What follows belongs to an exercise in optimizing a design on an open flow for small area, a short achievable clock period and few clock cycles; a production flow would make more cautious choices. At most, simulation tests tie the RTL to the original design; equivalence was not proved. Power figures rest on the tool's default switching activity, not on a simulated workload.

==> flow/design.v <==
module huffman(clk, reset, sram_a, sram_d, sram_wen, sram_q, finish);
input            clk;
input            reset;
output     [9:0] sram_a;
output     [7:0] sram_d;
output reg       sram_wen;
input      [7:0] sram_q;
output reg       finish;
reg [7:0] a;           
reg [6:0] X;           
reg       rd, lf, wr;  
reg       s1, s2, sf;  
reg [2:0] k;           
reg       hm;          
reg [6:0] cnt [0:5];
reg [4:0] R   [0:5];
reg [5:0] Q   [0:5];
assign sram_a = {2'b00, a};
assign sram_d = {1'b0, X};
integer s, j;
function lt7(input [6:0] x, input [6:0] y);
    reg [6:0] l, g;
    reg l10, g10, l32, g32, l54, g54, l30, g30, l64, g64;
    begin
        l = ~x & y;
        g = x & ~y;
        l10 = l[1] | (~g[1] & l[0]);  g10 = g[1] | (~l[1] & g[0]);
        l32 = l[3] | (~g[3] & l[2]);  g32 = g[3] | (~l[3] & g[2]);
        l54 = l[5] | (~g[5] & l[4]);  g54 = g[5] | (~l[5] & g[4]);
        l30 = l32 | (~g32 & l10);     g30 = g32 | (~l32 & g10);
        l64 = l[6] | (~g[6] & l54);   g64 = g[6] | (~l[6] & g54);
        lt7 = l64 | (~g64 & l30);
    end
endfunction
function [6:0] inc7(input [6:0] x, input e);
    integer i;
    reg p;
    begin
        p = 1'b1;
        for (i = 0; i < 7; i = i + 1) begin
            inc7[i] = x[i] ^ (e & p);
            p = p & x[i];
        end
    end
endfunction
reg [6:0] n_cnt [0:5];
reg [5:0] lt, in, nw;
reg [4:0] T;
reg [6:0] selA, selB, selL;
reg [5:0] selQ, W;
reg [4:0] Mo, Ho;
reg [6:0] nX;
always @(*) begin
    for (s = 0; s < 6; s = s + 1) begin
        n_cnt[s] = inc7(cnt[s], rd && a != 8'd0 && sram_q[2:0] == s + 1);
        lt[s] = lt7(cnt[s], X);
        in[s] = (rd || lf) ? s < k : !R[s][3];
        nw[s] = (rd || lf) ? s == k : R[s][3];
    end
    for (j = 0; j < 5; j = j + 1) begin
        T[j] = 1'b0;
        for (s = 0; s < 6; s = s + 1)
            if (in[s] && lt[s] && (j == 0 || R[s][j - 1])) T[j] = 1'b1;
    end
    selA = 7'd0; selB = 7'd0; selL = 7'd0; selQ = 6'd0;
    for (s = 0; s < 6; s = s + 1) begin
        if (!R[s][0]) selB = selB | cnt[s];
        if (R[s][0] && !R[s][1]) selA = selA | cnt[s];
        if (k == (s + 5) % 6) selL = selL | cnt[s];
        if (k == s) selQ = selQ | Q[s];
    end
    W = sf ? {Q[0][4:0], !R[0][0]} : selQ;
    for (j = 0; j < 5; j = j + 1) begin
        Mo[j] = |(W >> (j + 1));
        Ho[j] = 1'b0;
        for (s = j + 1; s < 6; s = s + 1)
            if (W[s] && !(|(W >> (s + 1))) && W[s - 1 - j]) Ho[j] = 1'b1;
    end
    if (rd) nX = n_cnt[1];
    else if (lf) nX = selL;
    else if (s1) nX = selA + selB;
    else nX = {2'd0, (wr && hm) ? Mo : Ho};
end
always @(posedge clk) begin
    X <= nX;
    sram_wen <= reset || (rd && a != 8'd100) || s1 || s2;
    finish <= !reset && wr && a == 8'd145;
    for (s = 0; s < 6; s = s + 1) begin
        if (reset) cnt[s] <= 7'd0;
        else if (s2 && R[s][3]) cnt[s] <= X;
        else cnt[s] <= n_cnt[s];
        if (reset) Q[s] <= 6'd1;
        else if (s2 && R[s][3]) Q[s] <= {Q[s][4:0], R[s][4]};
        else if (sf) Q[s] <= {Q[s][4:0], !R[s][0]};
        if (s1) begin
            if (!R[s][1]) R[s] <= {!R[s][0], 4'b1111};
            else R[s] <= {2'b00, R[s][4:2]};
        end else begin
            if (nw[s]) R[s] <= T;
            else R[s] <= R[s] | ({R[s][3:0], 1'b1} & {5{!lt[s]}});
        end
    end
    if (reset) begin
        a <= 8'd0;
        {rd, lf, wr, s1, s2, sf} <= 6'b100000;
        k <= 3'd0;
    end else begin
        s2 <= s1;
        sf <= s2 && k == 3'd3;
        s1 <= (lf && k == 3'd5) || (s2 && k != 3'd3);
        if (rd) begin
            if (a == 8'd100) begin
                rd <= 1'b0;
                lf <= 1'b1;
                k <= 3'd1;
                a <= 8'd129;
            end else begin
                a <= a + 8'd1;
            end
        end
        if (lf) begin
            if (k == 3'd5) begin
                lf <= 1'b0;
                k <= 3'd0;
                a <= 8'd128;
            end else begin
                k <= k + 3'd1;
                a <= a + 8'd1;
            end
        end
        if (s1 || s2) a <= 8'd134;
        if (s2) k <= k + 3'd1;
        if (sf) begin
            wr <= 1'b1;
            k <= 3'd1;
            hm <= 1'b0;
            a <= 8'd134;
        end
        if (wr) begin
            a <= a + 8'd1;
            if (k == 3'd5) begin
                k <= 3'd0;
                hm <= 1'b1;
            end else begin
                k <= k + 3'd1;
            end
        end
    end
end
endmodule
==> flow/config.mk <==
export PLATFORM = sky130hd
export DESIGN_NAME = huffman
export DESIGN_NICKNAME = huffman
export VERILOG_FILES = /design/flow/design.v
export SDC_FILE = /design/flow/constraint.sdc
export NUM_CORES = 4
export LEC_CHECK = 0
export CAP_MARGIN = 20
export CORE_MARGIN = 2
export CORE_UTILIZATION = 50
export CTS_BUF_LIST = sky130_fd_sc_hd__clkbuf_4 sky130_fd_sc_hd__clkbuf_8
export CTS_CLUSTER_SIZE = 30
export SETUP_SLACK_MARGIN = 4.5
export SLEW_MARGIN = 20
==> flow/constraint.sdc <==
create_clock -name core_clock -period 7.0 [get_ports {clk}]
set_input_delay 1.4000 -clock core_clock [delete_from_list [all_inputs] [get_ports {clk}]]
set_output_delay 1.4000 -clock core_clock [all_outputs]
set_load 0.01 [all_outputs]
standard.sh (not shown) runs the stock make flow with config.mk's settings and CLKGATE_MAP_FILE= SYNTH_SCRIPT=/design/flow/synth_recipe.tcl, a recipe that flattens the netlist after the stock synthesis.
==> flow/flow/run.sh <==
#!/bin/bash
# Own layout flow: the standard synthesis, then the combinational logic
# re-mapped by ABC with its default (area-recovering) script, keeping every
# register instance of the standard synthesis as it is; then the standard
# layout from floorplan to finish on the re-mapped netlist, with every input
# and output port buffered by a plain buffer (sky130_fd_sc_hd__buf_2) rather
# than the delay cell buffer_ports picks by default.
set -euo pipefail
W=$(pwd)
YOSYS=${FLOW_HOME}/../tools/install/yosys/bin/yosys
R=$W/orfs/results/${FLOW_PLATFORM}/huffman/base

bash standard.sh synth > $W/flow_synth.log 2>&1
cp $R/1_2_yosys.v $W/std_synth.v
cd $W
$YOSYS -s $W/flow/remap.ys > $W/flow_remap.log 2>&1
python3 $W/flow/fixports.py $W/remapped0.v $W/remapped.v > $W/flow_fixports.log 2>&1
cp $W/remapped.v $R/1_2_yosys.v
rm -f $R/1_synth.odb
BUFFER_PORTS_ARGS='-buffer_cell sky130_fd_sc_hd__buf_2' bash standard.sh finish > $W/flow_finish.log 2>&1
Other scripts of this flow, unchanged in this note and not shown: flow/flow/fixports.py, flow/flow/remap.ys
Testbench counts at the start, summed over its fixed seeds: cycles 8,192.
Rerun with:
--- a/flow/design.v
+++ b/flow/design.v
@@ -32,17 +32,6 @@
         lt7 = l64 | (~g64 & l30);
     end
 endfunction
-function [6:0] inc7(input [6:0] x, input e);
-    integer i;
-    reg p;
-    begin
-        p = 1'b1;
-        for (i = 0; i < 7; i = i + 1) begin
-            inc7[i] = x[i] ^ (e & p);
-            p = p & x[i];
-        end
-    end
-endfunction
 reg [6:0] n_cnt [0:5];
 reg [5:0] lt, in, nw;
 reg [4:0] T;
@@ -52,7 +41,7 @@
 reg [6:0] nX;
 always @(*) begin
     for (s = 0; s < 6; s = s + 1) begin
-        n_cnt[s] = inc7(cnt[s], rd && a != 8'd0 && sram_q[2:0] == s + 1);
+        n_cnt[s] = cnt[s] + {6'd0, rd && a != 8'd0 && sram_q[2:0] == s + 1};
         lt[s] = lt7(cnt[s], X);
         in[s] = (rd || lf) ? s < k : !R[s][3];
         nw[s] = (rd || lf) ? s == k : R[s][3];
Outcome: Count of clock-buffer cells in the layout came out lower by 1; worst hold slack is worse by 0.033 ns; die area rose by a few percent; wire length goes up by a few percent; maximum frequency is higher slightly.
Testbench counts after the change, summed over its fixed seeds: cycles 8,192.


## run A
Starts from the design.v that is shown in full above.
==> flow/config.mk <==
export PLATFORM = sky130hd
export DESIGN_NAME = huffman
export DESIGN_NICKNAME = huffman
export VERILOG_FILES = /design/flow/design.v
export SDC_FILE = /design/flow/constraint.sdc
export NUM_CORES = 4
export LEC_CHECK = 0
export CAP_MARGIN = 20
export CORE_MARGIN = 2
export CORE_UTILIZATION = 30
export CTS_BUF_LIST = sky130_fd_sc_hd__clkbuf_4 sky130_fd_sc_hd__clkbuf_8
export CTS_CLUSTER_SIZE = 30
export SETUP_SLACK_MARGIN = 4.3
export SLEW_MARGIN = 20
==> flow/constraint.sdc <==
create_clock -name core_clock -period 7.0 [get_ports {clk}]
set_input_delay 1.4000 -clock core_clock [delete_from_list [all_inputs] [get_ports {clk}]]
set_output_delay 1.4000 -clock core_clock [all_outputs]
set_load 0.01 [all_outputs]
Scripts as last shown in full above: flow/flow/run.sh
Other scripts of this flow, unchanged in this note and not shown: flow/flow/fixports.py, flow/flow/remap.ys
Run A: full flow OK, the timing, DRC and antenna checks passed
Testbench counts of run A, summed over its fixed seeds: cycles 8,192.
#### Input delta (run B over run A)
-- flow/design.v --
<<< run A, line 33
    end
endfunction
function [6:0] inc7(input [6:0] x, input e);
    integer i;
    reg p;
    begin
        p = 1'b1;
        for (i = 0; i < 7; i = i + 1) begin
            inc7[i] = x[i] ^ (e & p);
            p = p & x[i];
        end
    end
endfunction
reg [6:0] n_cnt [0:5];
reg [5:0] lt, in, nw;
>>> run B, line 33
    end
endfunction
reg [6:0] n_cnt [0:5];
reg [5:0] lt, in, nw;
<<< run A, line 53
always @(*) begin
    for (s = 0; s < 6; s = s + 1) begin
        n_cnt[s] = inc7(cnt[s], rd && a != 8'd0 && sram_q[2:0] == s + 1);
        lt[s] = lt7(cnt[s], X);
        in[s] = (rd || lf) ? s < k : !R[s][3];
>>> run B, line 42
always @(*) begin
    for (s = 0; s < 6; s = s + 1) begin
        n_cnt[s] = cnt[s] + {6'd0, rd && a != 8'd0 && sram_q[2:0] == s + 1};
        lt[s] = lt7(cnt[s], X);
        in[s] = (rd || lf) ? s < k : !R[s][3];
Run B: power attributed to combinational cells lower than run A. On run B: clock distribution power is 14% lower than what run A gave. Utilization of the core after routing: lower on run B. Changes observed in run B relative to run A: slack of the critical path climbed 140 ps, number of instances in the placed design climbed 64, total internal power dropped 130 µW. Run B: power lower than run A. dfxtp_1 as the most frequent standard cell in the layout excluding fill and tap cells was reported by run A, and a21oi_1 by run B. [run B] part of the cycle the worst path needs fell 2.0 points relative to run A. Run B vs run A: non-clock buffer contribution to total cell area up in run B.
Testbench counts of run B, summed over its fixed seeds: cycles 8,192.


## oak
Another version of the RTL of huffman (not shown whole).
Size in the first run: roughly 1000 cells after synthesis, about 30 I/O pins, ~8100 um2 of cells after synthesis.
==> module huffman, before the edit <==
module huffman(clk, reset, sram_a, sram_d, sram_wen, sram_q, finish);
input            clk;
input            reset;
output     [9:0] sram_a;
output     [7:0] sram_d;
output reg       sram_wen;
input      [7:0] sram_q;
output reg       finish;
reg [7:0] a;           
reg [6:0] X;           
reg       rd, lf, mg, wr;   
reg       s2;          
reg [2:0] k;           
reg       hm;          
reg       v;           
reg [6:0] cnt [0:5];
reg [4:0] R   [0:5];
reg [5:0] Q   [0:5];
assign sram_a = {2'b00, a};
assign sram_d = {1'b0, X};
integer s, j;
function lt7(input [6:0] x, input [6:0] y);
    reg [6:0] l, g;
    reg l10, g10, l32, g32, l54, g54, l30, g30, l64, g64;
    begin
        l = ~x & y;
        g = x & ~y;
        l10 = l[1] | (~g[1] & l[0]);  g10 = g[1] | (~l[1] & g[0]);
        l32 = l[3] | (~g[3] & l[2]);  g32 = g[3] | (~l[3] & g[2]);
        l54 = l[5] | (~g[5] & l[4]);  g54 = g[5] | (~l[5] & g[4]);
        l30 = l32 | (~g32 & l10);     g30 = g32 | (~l32 & g10);
        l64 = l[6] | (~g[6] & l54);   g64 = g[6] | (~l[6] & g54);
        lt7 = l64 | (~g64 & l30);
    end
endfunction
reg [6:0] n_cnt [0:5];
reg [5:0] lt;
reg [4:0] tl, tm;
reg [6:0] selA, selB, selL;
reg [5:0] selQ, W;
reg [4:0] Mo, Ho;
reg [6:0] nX;
always @(*) begin
    for (s = 0; s < 6; s = s + 1) begin
        n_cnt[s] = cnt[s] + {6'd0, v && rd && sram_q[2:0] == s + 1};
        lt[s] = lt7(cnt[s], X);
    end
    for (j = 0; j < 5; j = j + 1) begin
        tl[j] = 1'b0;
        tm[j] = 1'b0;
        for (s = 0; s < 6; s = s + 1) begin
            if (lt[s] && s < k && (j == 0 || R[s][j - 1])) tl[j] = 1'b1;
            if (lt[s] && j < 4 && R[s][j + 1]) tm[j] = 1'b1;
        end
    end
    selA = 7'd0; selB = 7'd0; selL = 7'd0; selQ = 6'd0;
    for (s = 0; s < 6; s = s + 1) begin
        if (!R[s][0]) selB = selB | cnt[s];
        if (R[s][0] && !R[s][1]) selA = selA | cnt[s];
        if (k == (s + 5) % 6) selL = selL | cnt[s];
        if (k == s) selQ = selQ | Q[s];
    end
    W = mg ? {Q[0][4:0], !R[0][0]} : selQ;
    for (j = 0; j < 5; j = j + 1) begin
        Mo[j] = |(W >> (j + 1));
        Ho[j] = 1'b0;
        for (s = j + 1; s < 6; s = s + 1)
            if (W[s] && !(|(W >> (s + 1))) && W[s - 1 - j]) Ho[j] = 1'b1;
    end
    if (rd) nX = n_cnt[1];
    else if (lf) nX = selL;
    else if (mg) nX = hm ? {2'd0, Ho} : selA + selB;
    else nX = {2'd0, hm ? Mo : Ho};
end
always @(posedge clk) begin
    X <= nX;
    sram_wen <= reset || (rd && a != 8'd100) || (mg && !(hm && k == 3'd4));
    finish <= !reset && wr && a == 8'd145;
    for (s = 0; s < 6; s = s + 1) begin
        if (reset) cnt[s] <= 7'd0;
        else if (s2 && !R[s][1]) cnt[s] <= X;
        else cnt[s] <= n_cnt[s];
        if (reset) Q[s] <= 6'd1;
        else if (s2 && !R[s][1]) Q[s] <= {Q[s][4:0], !R[s][0]};
        if (mg) begin
            if (!s2) R[s] <= R[s];
            else if (!R[s][1]) R[s] <= tm;
            else R[s] <= lt[s] ? {2'b00, R[s][4:2]} : {1'b0, R[s][4:1]};
        end else begin
            if (s < k) R[s] <= lt[s] ? R[s] : {R[s][3:0], 1'b1};
            else R[s] <= tl;
        end
    end
    if (reset) begin
        a <= 8'd0;
        {rd, lf, mg, wr} <= 4'b1000;
        s2 <= 1'b0;
        v <= 1'b0;
        k <= 3'd0;
    end else begin
        s2 <= mg && (!hm || k == 3'd3);
        if (rd) begin
            v <= 1'b1;
            if (a == 8'd100) begin
                rd <= 1'b0;
                lf <= 1'b1;
                k <= 3'd1;
                a <= 8'd129;
            end else begin
                a <= a + 8'd1;
            end
        end
        if (lf) begin
            if (k == 3'd5) begin
                lf <= 1'b0;
                mg <= 1'b1;
                k <= 3'd0;
                hm <= 1'b0;
                a <= 8'd128;
            end else begin
                k <= k + 3'd1;
                a <= a + 8'd1;
            end
        end
        if (mg) begin
            a <= 8'd134;
            if (!hm) begin
                hm <= 1'b1;
            end else if (k == 3'd4) begin
                mg <= 1'b0;
                wr <= 1'b1;
                k <= 3'd1;
                hm <= 1'b0;
            end else begin
                k <= k + 3'd1;
                hm <= (k == 3'd3);
            end
        end
        if (wr) begin
            a <= a + 8'd1;
            if (k == 3'd5) begin
                k <= 3'd0;
                hm <= 1'b1;
            end else begin
                k <= k + 3'd1;
            end
        end
    end
end
endmodule
==> flow/config.mk <==
export PLATFORM = sky130hd
export DESIGN_NAME = huffman
export DESIGN_NICKNAME = huffman
export VERILOG_FILES = /design/flow/design.v
export SDC_FILE = /design/flow/constraint.sdc
export NUM_CORES = 4
export LEC_CHECK = 0
export CAP_MARGIN = 20
export CORE_MARGIN = 2
export CORE_UTILIZATION = 30
export SETUP_SLACK_MARGIN = 4.0
export SLEW_MARGIN = 20
==> flow/constraint.sdc <==
create_clock -name core_clock -period 7.0 [get_ports {clk}]
set_input_delay 1.4000 -clock core_clock [delete_from_list [all_inputs] [get_ports {clk}]]
set_output_delay 1.4000 -clock core_clock [all_outputs]
set_load 0.01 [all_outputs]
==> flow/flow/run.sh <==
#!/bin/bash
# Own layout flow: the standard synthesis, then the combinational logic
# re-mapped by ABC with its default (area-recovering) script, keeping every
# register instance of the standard synthesis as it is; then the standard
# layout from floorplan to finish on the re-mapped netlist.
set -euo pipefail
W=$(pwd)
YOSYS=${FLOW_HOME}/../tools/install/yosys/bin/yosys
R=$W/orfs/results/${FLOW_PLATFORM}/huffman/base

bash standard.sh synth > $W/flow_synth.log 2>&1
cp $R/1_2_yosys.v $W/std_synth.v
cd $W
$YOSYS -s $W/flow/remap.ys > $W/flow_remap.log 2>&1
python3 $W/flow/fixports.py $W/remapped0.v $W/remapped.v > $W/flow_fixports.log 2>&1
cp $W/remapped.v $R/1_2_yosys.v
rm -f $R/1_synth.odb
bash standard.sh finish > $W/flow_finish.log 2>&1
Other scripts of this flow, unchanged in this note and not shown: flow/flow/fixports.py, flow/flow/remap.ys
oak: flow completed, timing, DRC and antenna clean
Setup changes, oak to pine
--- a/flow/design.v
+++ b/flow/design.v
@@ -6,10 +6,10 @@
 output reg       sram_wen;
 input      [7:0] sram_q;
 output reg       finish;
+localparam RD = 2'd0, LF = 2'd1, MG = 2'd2, WR = 2'd3;
 reg [7:0] a;           
 reg [6:0] X;           
-reg       rd, lf, mg, wr;   
-reg       s2;          
+reg [1:0] ph;
 reg [2:0] k;           
 reg       hm;          
 reg       v;           
@@ -40,9 +40,10 @@
 reg [5:0] selQ, W;
 reg [4:0] Mo, Ho;
 reg [6:0] nX;
+wire      S2 = ph == MG && hm;
 always @(*) begin
     for (s = 0; s < 6; s = s + 1) begin
-        n_cnt[s] = cnt[s] + {6'd0, v && rd && sram_q[2:0] == s + 1};
+        n_cnt[s] = cnt[s] + {6'd0, v && ph == RD && sram_q[2:0] == s + 1};
         lt[s] = lt7(cnt[s], X);
     end
     for (j = 0; j < 5; j = j + 1) begin
@@ -60,30 +61,32 @@
         if (k == (s + 5) % 6) selL = selL | cnt[s];
         if (k == s) selQ = selQ | Q[s];
     end
-    W = mg ? {Q[0][4:0], !R[0][0]} : selQ;
+    W = ph == MG ? {Q[0][4:0], !R[0][0]} : selQ;
     for (j = 0; j < 5; j = j + 1) begin
         Mo[j] = |(W >> (j + 1));
         Ho[j] = 1'b0;
         for (s = j + 1; s < 6; s = s + 1)
             if (W[s] && !(|(W >> (s + 1))) && W[s - 1 - j]) Ho[j] = 1'b1;
     end
-    if (rd) nX = n_cnt[1];
-    else if (lf) nX = selL;
-    else if (mg) nX = hm ? {2'd0, Ho} : selA + selB;
-    else nX = {2'd0, hm ? Mo : Ho};
+    case (ph)
+    RD: nX = n_cnt[1];
+    LF: nX = selL;
+    MG: nX = hm ? {2'd0, Ho} : selA + selB;
+    default: nX = {2'd0, hm ? Mo : Ho};
+    endcase
 end
 always @(posedge clk) begin
     X <= nX;
-    sram_wen <= reset || (rd && a != 8'd100) || (mg && !(hm && k == 3'd4));
-    finish <= !reset && wr && a == 8'd145;
+    sram_wen <= reset || (ph == RD && a != 8'd100) || (ph == MG && !(hm && k == 3'd4));
+    finish <= !reset && ph == WR && a == 8'd145;
     for (s = 0; s < 6; s = s + 1) begin
         if (reset) cnt[s] <= 7'd0;
-        else if (s2 && !R[s][1]) cnt[s] <= X;
+        else if (S2 && !R[s][1]) cnt[s] <= X;
         else cnt[s] <= n_cnt[s];
         if (reset) Q[s] <= 6'd1;
-        else if (s2 && !R[s][1]) Q[s] <= {Q[s][4:0], !R[s][0]};
-        if (mg) begin
-            if (!s2) R[s] <= R[s];
+        else if (S2 && !R[s][1]) Q[s] <= {Q[s][4:0], !R[s][0]};
+        if (ph == MG) begin
+            if (!hm) R[s] <= R[s];
             else if (!R[s][1]) R[s] <= tm;
             else R[s] <= lt[s] ? {2'b00, R[s][4:2]} : {1'b0, R[s][4:1]};
         end else begin
@@ -93,27 +96,24 @@
     end
     if (reset) begin
         a <= 8'd0;
-        {rd, lf, mg, wr} <= 4'b1000;
-        s2 <= 1'b0;
+        ph <= RD;
         v <= 1'b0;
         k <= 3'd0;
     end else begin
-        s2 <= mg && (!hm || k == 3'd3);
-        if (rd) begin
+        case (ph)
+        RD: begin
             v <= 1'b1;
             if (a == 8'd100) begin
-                rd <= 1'b0;
-                lf <= 1'b1;
+                ph <= LF;
                 k <= 3'd1;
                 a <= 8'd129;
             end else begin
                 a <= a + 8'd1;
             end
         end
-        if (lf) begin
+        LF: begin
             if (k == 3'd5) begin
-                lf <= 1'b0;
-                mg <= 1'b1;
+                ph <= MG;
                 k <= 3'd0;
                 hm <= 1'b0;
                 a <= 8'd128;
@@ -122,13 +122,12 @@
                 a <= a + 8'd1;
             end
         end
-        if (mg) begin
+        MG: begin
             a <= 8'd134;
             if (!hm) begin
                 hm <= 1'b1;
             end else if (k == 3'd4) begin
-                mg <= 1'b0;
-                wr <= 1'b1;
+                ph <= WR;
                 k <= 3'd1;
                 hm <= 1'b0;
             end else begin
@@ -136,7 +135,7 @@
                 hm <= (k == 3'd3);
             end
         end
-        if (wr) begin
+        WR: begin
             a <= a + 8'd1;
             if (k == 3'd5) begin
                 k <= 3'd0;
@@ -145,6 +144,7 @@
                 k <= k + 3'd1;
             end
         end
+        endcase
     end
 end
 endmodule
- sky130_fd_sc_hd__nor2_1 as the most frequent standard cell in the layout excluding fill and tap cells was reported by oak, and sky130_fd_sc_hd__nand2_1 by pine.
- pine against oak: area added between synthesis and finish shrank by 2.6 points, post-route worst setup slack grew by 0.028 ns.
- Summary: with oak as the reference, last weighted congestion value of the routability-driven placer in pine moved up slightly.
- Fmax, pine vs oak: up slightly
- For pine, the classification of the worst setup path was register to primary output, unlike oak, where it was register to register.
- Re proportion of cell area occupied by multi-input gates: pine and oak aren't equal, and the higher value belongs to pine.
- Looking at time the final worst path needs with I/O delays and setup, pine sits below oak.
- Going from oak to pine, internal power component +about 11%, ratio of cells with drive above 1 in the final layout moved down, total power of the final layout higher, final routed wire length divided by cell count shows a reduction of 0.084 um, die area now smaller.
- Compared with oak, in pine post-route cell area moved down; critical path depth moved down.
- Buffering overhead in pine vs oak: down 1.3 points
Function was not checked in any run of this note: the RTL went through the layout flow alone.

port drivers added, routing unchanged:
No port has a modelled driver above. Below, the same layouts with a new extraction and two added sets of constraints. Step 1, drivers: a clkbuf_16 drives clk and a buf_2 each remaining input, both assumed. Step 2, shift: input delay + t, output delay - t, t = (earliest + latest rising clock arrival at the registers) / 2. This alone moves slack from input paths to output paths. Slacks: no drivers / after step 1 / after step 2; pairs: no drivers / after step 1.
| run | t (ns) | setup WS [ns] | worst setup path after step 2 | clock arrival spread, ns | worst register clock-pin slew, ns |
|---|---|---|---|---|---|
| the first run of note 1 | 0.500 | 4.267 / 4.267 / 4.009 | input to register | 0.019 / 0.019 | 0.09 / 0.09 |
| the second run of note 1 | 0.509 | 4.286 / 4.286 / 4.006 | input to register | 0.016 / 0.016 | 0.10 / 0.10 |
| run A | 0.508 | 4.196 / 4.184 / 3.922 | input to register | 0.015 / 0.015 | 0.09 / 0.09 |
| run B | 0.500 | 4.337 / 4.337 / 3.854 | input to register | 0.011 / 0.012 | 0.09 / 0.09 |
| oak | 0.487 | 3.982 / 3.973 / 3.780 | input to register | 0.010 / 0.010 | 0.07 / 0.07 |
| pine | 0.480 | 4.010 / 3.962 / 3.611 | input to register | 0.016 / 0.016 | 0.07 / 0.07 |
After both steps setup and hold are still met in every run listed. For run B, which loses most, drivers alone change the setup slack by 0.000 ns; drivers and shift together by -0.483 ns.
